From an optimization exercise on the open Yosys and OpenROAD flow, aimed at small area and a short achievable clock period; shortcuts taken in it are not production practice. RTL that was checked went through simulation tests only; none was proved equivalent to the original. No activity file was given, so power comes from the tool's default toggle rates.

==> flow/design.v <==
module sigmoid8_pla #(
    parameter WIDTH = 16,
    parameter SLICES = 8,
    parameter FP = 12
) (
    input wire clk,
    input wire rst,
    input wire signed [WIDTH - 1:0] x,
    output wire [WIDTH - 1:0] y
);
    localparam [64*13-1:0] TTAB = {13'd1181, 13'd1181, 13'd1181, 13'd1181, 13'd313, 13'd314, 13'd546, 13'd546, 13'd177, 13'd177, 13'd180, 13'd177, 13'd97, 13'd97, 13'd97, 13'd97, 13'd8189, 13'd8190, 13'd34, 13'd34, 13'd11, 13'd11, 13'd8191, 13'd11, 13'd0, 13'd0, 13'd0, 13'd0, 13'd0, 13'd0, 13'd0, 13'd0, 13'd4096, 13'd4096, 13'd4096, 13'd4096, 13'd4096, 13'd4096, 13'd4084, 13'd4096, 13'd4060, 13'd4060, 13'd4060, 13'd4060, 13'd4036, 13'd4037, 13'd3999, 13'd3999, 13'd3900, 13'd3900, 13'd3903, 13'd3900, 13'd3518, 13'd3518, 13'd3518, 13'd3518, 13'd3148, 13'd3149, 13'd2915, 13'd2915, 13'd2048, 13'd2048, 13'd2048, 13'd2048};
    reg [15:0] x_reg;
    always @(posedge clk) x_reg <= x;
    wire [9:0] r3lo = {1'b0, x_reg[8:0]} + {1'b0, x_reg[7:0], 1'b0};
    wire [4:0] r3hi = {2'b0, x_reg[11:9]} + {1'b0, x_reg[11:8]};
    reg [11:0] r_reg;
    reg [8:1] r3l_reg;
    reg [13:9] r3h_reg, r3h1_reg;
    reg        r3c_reg;
    reg [4:0]  q_reg;
    reg        z_reg;
    always @(posedge clk) begin
        r_reg   <= x_reg[11:0];
        r3l_reg <= r3lo[8:1];
        r3h_reg <= r3hi;
        r3h1_reg <= r3hi + 1'b1;
        r3c_reg <= r3lo[9];
        q_reg   <= x_reg[15:11];
        z_reg   <= ~|x_reg[10:0];
    end
    wire [13:0] r3 = {r3c_reg ? r3h1_reg : r3h_reg, r3l_reg, r_reg[0]};
    reg s23, s99, s369, s867, sc;
    always @(*) begin
        s23 = 1'b0; s99 = 1'b0; s369 = 1'b0; s867 = 1'b0; sc = 1'b0;
        case (q_reg)
            5'd20, 5'd21, 5'd22, 5'd9, 5'd10, 5'd11: s23 = 1'b1;
            5'd23, 5'd24, 5'd25, 5'd6, 5'd7, 5'd8: begin s99 = 1'b1; sc = 1'b1; end
            5'd26, 5'd27, 5'd28, 5'd3, 5'd4, 5'd5: s369 = 1'b1;
            5'd29, 5'd30, 5'd31, 5'd0, 5'd1, 5'd2: begin s867 = 1'b1; sc = 1'b1; end
            default: ;
        endcase
    end
    wire [12:0] tt = TTAB[{q_reg, z_reg}*13 +: 13];
    wire [11:0] nr = ~r_reg;
    wire [22:0] ta = ({23{s23}}  & {6'd0, r3, 3'd0}) |
                     ({23{s99}}  & {4'd0, r3, 5'd0}) |
                     ({23{s369}} & {2'd0, r3, 7'd0}) |
                     ({23{s867}} & {1'd0, r3, 8'd0}) |
                     {18'd0, s369, 3'b0, s23};
    wire [22:0] tb = ({23{s23}}  & {11'd0, nr}) |
                     ({23{s369}} & {7'd0, nr, 4'd0}) |
                     ({23{s867}} & {4'd0, r3, 5'd0});
    wire [22:0] tc = ({23{sc}} & {9'd0, r3}) |
                     ({23{s369}} & {11'd0, r_reg});
    wire [24:0] s1 = {2'b0, ta ^ tb ^ tc};
    wire [24:0] c1 = {1'b0, (ta & tb) | (ta & tc) | (tb & tc), 1'b0};
    wire [8:0] lo = {1'b0, s1[7:0]} + {1'b0, c1[7:0]};
    wire [16:0] u1 = s1[24:8];
    wire [16:0] u2 = c1[24:8];
    wire [16:0] u3 = {tt, {(4){1'b0}}};
    wire [16:0] us = u1 ^ u2 ^ u3;
    wire [16:0] uc = {(u1[15:0] & u2[15:0]) | (u1[15:0] & u3[15:0]) | (u2[15:0] & u3[15:0]), 1'b0};
    reg [16:0] hs_reg;
    reg [16:1] hc_reg;
    reg         lc_reg;
    always @(posedge clk) begin
        hs_reg <= us;
        hc_reg <= uc[16:1];
        lc_reg <= lo[8];
    end
    wire [16:0] ysum = hs_reg + {hc_reg, 1'b0} + {{(16){1'b0}}, lc_reg};
    reg [12:0] y_reg;
    always @(posedge clk or posedge rst) begin
        if (rst) y_reg <= 13'd0;
        else     y_reg <= ysum[16:4];
    end
    assign y = {3'b000, y_reg};
endmodule
==> flow/config.mk <==
export PLATFORM = sky130hd
export DESIGN_NAME = sigmoid8_pla
export DESIGN_NICKNAME = sigmoid8_pla
export VERILOG_FILES = /design/flow/design.v
export SDC_FILE = /design/flow/constraint.sdc
export NUM_CORES = 4
export LEC_CHECK = 0
export ABC_AREA = 1
export CAP_MARGIN = 20
export CORE_MARGIN = 2
export CORE_UTILIZATION = 65
export SETUP_SLACK_MARGIN = 3.3
export SLEW_MARGIN = 20
==> flow/constraint.sdc <==
create_clock -name core_clock -period 5.5 [get_ports {clk}]
set_input_delay 1.1000 -clock core_clock [delete_from_list [all_inputs] [get_ports {clk}]]
set_output_delay 1.1000 -clock core_clock [all_outputs]
set_load 0.01 [all_outputs]
standard.sh (not shown) runs the stock make flow with config.mk's settings and CLKGATE_MAP_FILE= SYNTH_SCRIPT=/design/flow/synth_recipe.tcl, a recipe that flattens the netlist after the stock synthesis.
==> flow/flow/run.sh <==
#!/bin/bash
# Own layout flow: the standard ORFS flow (standard.sh, unchanged synthesis),
# with a plain buffer on every port instead of the delay cells buffer_ports
# picks by default, and a clock tree with fewer, smaller buffers.
set -euo pipefail
export BUFFER_PORTS_ARGS="-buffer_cell ${OWN_PORT_BUF:-sky130_fd_sc_hd__buf_2}"
export CTS_ARGS="-sink_clustering_enable -repair_clock_nets -sink_clustering_size ${OWN_CTS_SIZE:-30} -sink_clustering_max_diameter ${OWN_CTS_DIAM:-80} -buf_list ${OWN_CTS_BUF:-sky130_fd_sc_hd__clkbuf_8} -dont_use_dummy_load"
bash standard.sh > standard_flow.log 2>&1
Edit:
--- a/flow/design.v
+++ b/flow/design.v
@@ -12,34 +12,33 @@
     reg [15:0] x_reg;
     always @(posedge clk) x_reg <= x;
     wire [9:0] r3lo = {1'b0, x_reg[8:0]} + {1'b0, x_reg[7:0], 1'b0};
     wire [4:0] r3hi = {2'b0, x_reg[11:9]} + {1'b0, x_reg[11:8]};
     reg [11:0] r_reg;
     reg [8:1] r3l_reg;
-    reg [13:9] r3h_reg, r3h1_reg;
+    reg [13:9] r3h_reg;
     reg        r3c_reg;
     reg [4:0]  q_reg;
     reg        z_reg;
     always @(posedge clk) begin
         r_reg   <= x_reg[11:0];
         r3l_reg <= r3lo[8:1];
         r3h_reg <= r3hi;
-        r3h1_reg <= r3hi + 1'b1;
         r3c_reg <= r3lo[9];
         q_reg   <= x_reg[15:11];
         z_reg   <= ~|x_reg[10:0];
     end
-    wire [13:0] r3 = {r3c_reg ? r3h1_reg : r3h_reg, r3l_reg, r_reg[0]};
-    reg s23, s99, s369, s867, sc;
+    wire [13:0] r3 = {r3h_reg + {{(4){1'b0}}, r3c_reg}, r3l_reg, r_reg[0]};
+    reg s23, s99, s369, s867;
     always @(*) begin
-        s23 = 1'b0; s99 = 1'b0; s369 = 1'b0; s867 = 1'b0; sc = 1'b0;
+        s23 = 1'b0; s99 = 1'b0; s369 = 1'b0; s867 = 1'b0;
         case (q_reg)
             5'd20, 5'd21, 5'd22, 5'd9, 5'd10, 5'd11: s23 = 1'b1;
-            5'd23, 5'd24, 5'd25, 5'd6, 5'd7, 5'd8: begin s99 = 1'b1; sc = 1'b1; end
+            5'd23, 5'd24, 5'd25, 5'd6, 5'd7, 5'd8: s99 = 1'b1;
             5'd26, 5'd27, 5'd28, 5'd3, 5'd4, 5'd5: s369 = 1'b1;
-            5'd29, 5'd30, 5'd31, 5'd0, 5'd1, 5'd2: begin s867 = 1'b1; sc = 1'b1; end
+            5'd29, 5'd30, 5'd31, 5'd0, 5'd1, 5'd2: s867 = 1'b1;
             default: ;
         endcase
     end
     wire [12:0] tt = TTAB[{q_reg, z_reg}*13 +: 13];
     wire [11:0] nr = ~r_reg;
     wire [22:0] ta = ({23{s23}}  & {6'd0, r3, 3'd0}) |
@@ -47,13 +46,13 @@
                      ({23{s369}} & {2'd0, r3, 7'd0}) |
                      ({23{s867}} & {1'd0, r3, 8'd0}) |
                      {18'd0, s369, 3'b0, s23};
     wire [22:0] tb = ({23{s23}}  & {11'd0, nr}) |
                      ({23{s369}} & {7'd0, nr, 4'd0}) |
                      ({23{s867}} & {4'd0, r3, 5'd0});
-    wire [22:0] tc = ({23{sc}} & {9'd0, r3}) |
+    wire [22:0] tc = ({23{s99 | s867}} & {9'd0, r3}) |
                      ({23{s369}} & {11'd0, r_reg});
     wire [24:0] s1 = {2'b0, ta ^ tb ^ tc};
     wire [24:0] c1 = {1'b0, (ta & tb) | (ta & tc) | (tb & tc), 1'b0};
     wire [8:0] lo = {1'b0, s1[7:0]} + {1'b0, c1[7:0]};
     wire [16:0] u1 = s1[24:8];
     wire [16:0] u2 = c1[24:8];
Effect: The new run produced a clean layout. Utilization climbs by 1.3 points. Wire length drops by a few percent. Cell count drops by a little under a tenth. Setup slack improved by 82 ps. Global-route usage climbs by 1.0 points. Area after synthesis drops by a few percent. Final area drops by a few percent.
Only the layout flow was run in the first run of this note; the RTL was not checked for function there.

========
Setup of alpha:
// sigmoid8_pla: RTL as listed in full above, without the edits since
export LEC_CHECK = 0
export CAP_MARGIN = 20
export CORE_MARGIN = 2
export CORE_UTILIZATION = 65
export SETUP_SLACK_MARGIN = 3.3
export SLEW_MARGIN = 20
create_clock -name core_clock -period 5.5 [get_ports {clk}]
Scripts as last shown in full above: flow/flow/run.sh
Input changes introduced in beta (baseline for comparison: alpha):
diff --git a/flow/design.v b/flow/design.v
--- a/flow/design.v
+++ b/flow/design.v
@@ -51,28 +51,28 @@
                      ({23{s369}} & {7'd0, nr, 4'd0}) |
                      ({23{s867}} & {4'd0, r3, 5'd0});
     wire [22:0] tc = ({23{sc}} & {9'd0, r3}) |
                      ({23{s369}} & {11'd0, r_reg});
     wire [24:0] s1 = {2'b0, ta ^ tb ^ tc};
     wire [24:0] c1 = {1'b0, (ta & tb) | (ta & tc) | (tb & tc), 1'b0};
-    wire [8:0] lo = {1'b0, s1[7:0]} + {1'b0, c1[7:0]};
-    wire [16:0] u1 = s1[24:8];
-    wire [16:0] u2 = c1[24:8];
-    wire [16:0] u3 = {tt, {(4){1'b0}}};
-    wire [16:0] us = u1 ^ u2 ^ u3;
-    wire [16:0] uc = {(u1[15:0] & u2[15:0]) | (u1[15:0] & u3[15:0]) | (u2[15:0] & u3[15:0]), 1'b0};
-    reg [16:0] hs_reg;
-    reg [16:1] hc_reg;
+    wire [6:0] lo = {1'b0, s1[5:0]} + {1'b0, c1[5:0]};
+    wire [18:0] u1 = s1[24:6];
+    wire [18:0] u2 = c1[24:6];
+    wire [18:0] u3 = {tt, {(6){1'b0}}};
+    wire [18:0] us = u1 ^ u2 ^ u3;
+    wire [18:0] uc = {(u1[17:0] & u2[17:0]) | (u1[17:0] & u3[17:0]) | (u2[17:0] & u3[17:0]), 1'b0};
+    reg [18:0] hs_reg;
+    reg [18:1] hc_reg;
     reg         lc_reg;
     always @(posedge clk) begin
         hs_reg <= us;
-        hc_reg <= uc[16:1];
-        lc_reg <= lo[8];
+        hc_reg <= uc[18:1];
+        lc_reg <= lo[6];
     end
-    wire [16:0] ysum = hs_reg + {hc_reg, 1'b0} + {{(16){1'b0}}, lc_reg};
+    wire [18:0] ysum = hs_reg + {hc_reg, 1'b0} + {{(18){1'b0}}, lc_reg};
     reg [12:0] y_reg;
     always @(posedge clk or posedge rst) begin
         if (rst) y_reg <= 13'd0;
-        else     y_reg <= ysum[16:4];
+        else     y_reg <= ysum[18:6];
     end
     assign y = {3'b000, y_reg};
 endmodule
Results
Compared with alpha, beta instantiates a larger number of cells.
Taking alpha as the reference, in beta sum of routed wire segments on met1 moved up; detail-routed via count per cell moved down; non-clock buffer total of the final layout moved up.
On beta: cell count along the critical path is 1 higher than what alpha gave.
Shortest clock period the worst path allows after layout | beta below alpha
alpha vs beta, origin of the worst setup path: s369$_DFF_P_ vs s23$_DFF_P_
The worst clock skew in beta sits 5.3 ps below the value recorded for alpha.
No run of this note included a check of the RTL's function; only the layout flow was run.

========
sigmoid8_pla, a different RTL version from the one above (not shown whole).
Size: roughly 570 cells after synthesis, ~99 flip-flops, ~34 I/O pins.
==> module sigmoid8_pla, before the edit <==
module sigmoid8_pla #(
    parameter WIDTH = 16,
    parameter SLICES = 8,
    parameter FP = 12
) (
    input wire clk,
    input wire rst,
    input wire signed [WIDTH - 1:0] x,
    output wire [WIDTH - 1:0] y
);
    localparam [64*13-1:0] TTAB = {13'd1181, 13'd1181, 13'd1181, 13'd1181, 13'd313, 13'd314, 13'd546, 13'd546, 13'd177, 13'd177, 13'd180, 13'd177, 13'd97, 13'd97, 13'd97, 13'd97, 13'd8189, 13'd8190, 13'd34, 13'd34, 13'd11, 13'd11, 13'd8191, 13'd11, 13'd0, 13'd0, 13'd0, 13'd0, 13'd0, 13'd0, 13'd0, 13'd0, 13'd4096, 13'd4096, 13'd4096, 13'd4096, 13'd4096, 13'd4096, 13'd4084, 13'd4096, 13'd4060, 13'd4060, 13'd4060, 13'd4060, 13'd4036, 13'd4037, 13'd3999, 13'd3999, 13'd3900, 13'd3900, 13'd3903, 13'd3900, 13'd3518, 13'd3518, 13'd3518, 13'd3518, 13'd3148, 13'd3149, 13'd2915, 13'd2915, 13'd2048, 13'd2048, 13'd2048, 13'd2048};
    reg [15:0] x_reg;
    always @(posedge clk) x_reg <= x;
    wire [10:0] r3lo = {1'b0, x_reg[9:0]} + {1'b0, x_reg[8:0], 1'b0};
    wire [3:0] r3hi = {2'b0, x_reg[11:10]} + {1'b0, x_reg[11:9]};
    reg [11:0] r_reg;
    reg [9:1] r3l_reg;
    reg [13:10] r3h_reg;
    reg        r3c_reg;
    reg [4:0]  q_reg;
    reg        z_reg;
    always @(posedge clk) begin
        r_reg   <= x_reg[11:0];
        r3l_reg <= r3lo[9:1];
        r3h_reg <= r3hi;
        r3c_reg <= r3lo[10];
        q_reg   <= x_reg[15:11];
        z_reg   <= ~|x_reg[10:0];
    end
    wire [13:0] r3 = {r3h_reg + {{(3){1'b0}}, r3c_reg}, r3l_reg, r_reg[0]};
    reg s23, s99, s369, s867, sc;
    always @(*) begin
        s23 = 1'b0; s99 = 1'b0; s369 = 1'b0; s867 = 1'b0; sc = 1'b0;
        case (q_reg)
            5'd20, 5'd21, 5'd22, 5'd9, 5'd10, 5'd11: s23 = 1'b1;
            5'd23, 5'd24, 5'd25, 5'd6, 5'd7, 5'd8: begin s99 = 1'b1; sc = 1'b1; end
            5'd26, 5'd27, 5'd28, 5'd3, 5'd4, 5'd5: s369 = 1'b1;
            5'd29, 5'd30, 5'd31, 5'd0, 5'd1, 5'd2: begin s867 = 1'b1; sc = 1'b1; end
            default: ;
        endcase
    end
    wire [12:0] tt = TTAB[{q_reg, z_reg}*13 +: 13];
    wire [11:0] nr = ~r_reg;
    wire [22:0] ta = ({23{s23}}  & {6'd0, r3, 3'd0}) |
                     ({23{s99}}  & {4'd0, r3, 5'd0}) |
                     ({23{s369}} & {2'd0, r3, 7'd0}) |
                     ({23{s867}} & {1'd0, r3, 8'd0}) |
                     {18'd0, s369, 3'b0, s23};
    wire [22:0] tb = ({23{s23}}  & {11'd0, nr}) |
                     ({23{s369}} & {7'd0, nr, 4'd0}) |
                     ({23{s867}} & {4'd0, r3, 5'd0});
    wire [22:0] tc = ({23{sc}} & {9'd0, r3}) |
                     ({23{s369}} & {11'd0, r_reg});
    wire [24:0] s1 = {2'b0, ta ^ tb ^ tc};
    wire [24:0] c1 = {1'b0, (ta & tb) | (ta & tc) | (tb & tc), 1'b0};
    wire [4:0] gl = {1'b0, s1[3:0]} + {1'b0, c1[3:0]};
    wire [4:0] gh = {1'b0, s1[7:4]} + {1'b0, c1[7:4]};
    wire ph = &(s1[7:4] ^ c1[7:4]);
    wire [16:0] u1 = s1[24:8];
    wire [16:0] u2 = c1[24:8];
    wire [16:0] u3 = {tt, {(4){1'b0}}};
    wire [16:0] us = u1 ^ u2 ^ u3;
    wire [16:0] uc = {(u1[15:0] & u2[15:0]) | (u1[15:0] & u3[15:0]) | (u2[15:0] & u3[15:0]), 1'b0};
    reg [16:0] hs_reg;
    reg [16:1] hc_reg;
    reg         gl_reg, gh_reg, ph_reg;
    always @(posedge clk) begin
        hs_reg <= us;
        hc_reg <= uc[16:1];
        gl_reg <= gl[4];
        gh_reg <= gh[4];
        ph_reg <= ph;
    end
    wire lc = gh_reg | (ph_reg & gl_reg);
    wire [16:0] ysum = hs_reg + {hc_reg, 1'b0} + {{(16){1'b0}}, lc};
    reg [12:0] y_reg;
    always @(posedge clk or posedge rst) begin
        if (rst) y_reg <= 13'd0;
        else     y_reg <= ysum[16:4];
    end
    assign y = {3'b000, y_reg};
endmodule
Settings: LEC_CHECK=0, CAP_MARGIN=20, CORE_MARGIN=2, CORE_UTILIZATION=58, SETUP_SLACK_MARGIN=3.3, SLEW_MARGIN=20; clock period 5.5 ns.
Scripts as last shown in full above: flow/flow/run.sh
Change:
==> flow/design.v (replaced) <==
module sigmoid8_pla #(
    parameter WIDTH = 16,
    parameter SLICES = 8,
    parameter FP = 12
) (
    input wire clk,
    input wire rst,
    input wire signed [WIDTH - 1:0] x,
    output wire [WIDTH - 1:0] y
);
    localparam [64*13-1:0] TTAB = {13'd1181, 13'd1181, 13'd1181, 13'd1181, 13'd313, 13'd314, 13'd546, 13'd546, 13'd177, 13'd177, 13'd180, 13'd177, 13'd97, 13'd97, 13'd97, 13'd97, 13'd8189, 13'd8190, 13'd34, 13'd34, 13'd11, 13'd11, 13'd8191, 13'd11, 13'd0, 13'd0, 13'd0, 13'd0, 13'd0, 13'd0, 13'd0, 13'd0, 13'd4096, 13'd4096, 13'd4096, 13'd4096, 13'd4096, 13'd4096, 13'd4084, 13'd4096, 13'd4060, 13'd4060, 13'd4060, 13'd4060, 13'd4036, 13'd4037, 13'd3999, 13'd3999, 13'd3900, 13'd3900, 13'd3903, 13'd3900, 13'd3518, 13'd3518, 13'd3518, 13'd3518, 13'd3148, 13'd3149, 13'd2915, 13'd2915, 13'd2048, 13'd2048, 13'd2048, 13'd2048};
    reg [15:0] x_reg;
    always @(posedge clk) x_reg <= x;
    wire [8:0] r3lo = {1'b0, x_reg[7:0]} + {1'b0, x_reg[6:0], 1'b0};
    wire [5:0] r3hi = {2'b0, x_reg[11:8]} + {1'b0, x_reg[11:7]};
    reg [11:0] r_reg;
    reg [7:1] r3l_reg;
    reg [13:8] r3h_reg;
    reg        r3c_reg;
    reg [4:0]  q_reg;
    reg        z_reg;
    always @(posedge clk) begin
        r_reg   <= x_reg[11:0];
        r3l_reg <= r3lo[7:1];
        r3h_reg <= r3hi;
        r3c_reg <= r3lo[8];
        q_reg   <= x_reg[15:11];
        z_reg   <= ~|x_reg[10:0];
    end
    wire [13:0] r3 = {r3h_reg + {{(5){1'b0}}, r3c_reg}, r3l_reg, r_reg[0]};
    reg s23, s99, s369, s867;
    always @(*) begin
        s23 = 1'b0; s99 = 1'b0; s369 = 1'b0; s867 = 1'b0;
        case (q_reg)
            5'd20, 5'd21, 5'd22, 5'd9, 5'd10, 5'd11: s23 = 1'b1;
            5'd23, 5'd24, 5'd25, 5'd6, 5'd7, 5'd8: s99 = 1'b1;
            5'd26, 5'd27, 5'd28, 5'd3, 5'd4, 5'd5: s369 = 1'b1;
            5'd29, 5'd30, 5'd31, 5'd0, 5'd1, 5'd2: s867 = 1'b1;
            default: ;
        endcase
    end
    wire [12:0] tt = TTAB[{q_reg, z_reg}*13 +: 13];
    wire [11:0] nr = ~r_reg;
    wire [22:0] ta = ({23{s23}}  & {6'd0, r3, 3'd0}) |
                     ({23{s99}}  & {4'd0, r3, 5'd0}) |
                     ({23{s369}} & {2'd0, r3, 7'd0}) |
                     ({23{s867}} & {1'd0, r3, 8'd0}) |
                     {18'd0, s369, 3'b0, s23};
    wire [22:0] tb = ({23{s23}}  & {11'd0, nr}) |
                     ({23{s369}} & {7'd0, nr, 4'd0}) |
                     ({23{s867}} & {4'd0, r3, 5'd0});
    wire [22:0] tc = ({23{s99 | s867}} & {9'd0, r3}) |
                     ({23{s369}} & {11'd0, r_reg});
    wire [24:0] s1 = {2'b0, ta ^ tb ^ tc};
    wire [24:0] c1 = {1'b0, (ta & tb) | (ta & tc) | (tb & tc), 1'b0};
    wire [8:0] lo = {1'b0, s1[7:0]} + {1'b0, c1[7:0]};
    wire [16:0] u1 = s1[24:8];
    wire [16:0] u2 = c1[24:8];
    wire [16:0] u3 = {tt, {(4){1'b0}}};
    wire [16:0] us = u1 ^ u2 ^ u3;
    wire [16:0] uc = {(u1[15:0] & u2[15:0]) | (u1[15:0] & u3[15:0]) | (u2[15:0] & u3[15:0]), 1'b0};
    reg [16:0] hs_reg;
    reg [16:1] hc_reg;
    reg         lc_reg;
    always @(posedge clk) begin
        hs_reg <= us;
        hc_reg <= uc[16:1];
        lc_reg <= lo[8];
    end
    wire [16:0] ysum = hs_reg + {hc_reg, 1'b0} + {{(16){1'b0}}, lc_reg};
    reg [12:0] y_reg;
    always @(posedge clk or posedge rst) begin
        if (rst) y_reg <= 13'd0;
        else     y_reg <= ysum[16:4];
    end
    assign y = {3'b000, y_reg};
endmodule
Outcome: Combinational power drops by 7.7%; critical path depth stays the same; cell area decreases by about 2%; worst hold slack barely changes; cell count goes down by 4.0%.
Function was not checked in any run of this note: the RTL went through the layout flow alone.

[re-timing with driven ports]
How much do the figures lean on ideal ports? The routed layouts below were timed once more, with nothing changed but the port constraints. Step 1 assumes that a clkbuf_16 drives the clock port and a buf_2 every other input. Step 2 times the ports against the registers' clock, not the clock port: input delays grow and output delays shrink by t, the midpoint of the rising clock arrivals with the driver on. a / b / c = ideal / step 1 / step 2; a / b = the first two.
| run | shift t [ns] | setup slack, ns | worst setup path after step 2 | slew at the worst register clock pin (ns) |
|---|---|---|---|---|
| the first run of note 1 | 0.376 | 3.289 / 3.289 / 3.289 | register to register | 0.11 / 0.11 |
| the second run of note 1 | 0.365 | 3.371 / 3.371 / 3.371 | register to register | 0.09 / 0.09 |
| alpha | 0.383 | 3.342 / 3.342 / 3.342 | register to register | 0.10 / 0.10 |
| beta | 0.380 | 3.381 / 3.381 / 3.381 | register to register | 0.10 / 0.10 |
| the first run of note 3 | 0.363 | 3.324 / 3.324 / 3.324 | register to register | 0.09 / 0.09 |
| the second run of note 3 | 0.377 | 3.305 / 3.305 / 3.305 | register to register | 0.09 / 0.09 |
After both steps setup and hold are still met in every run listed.
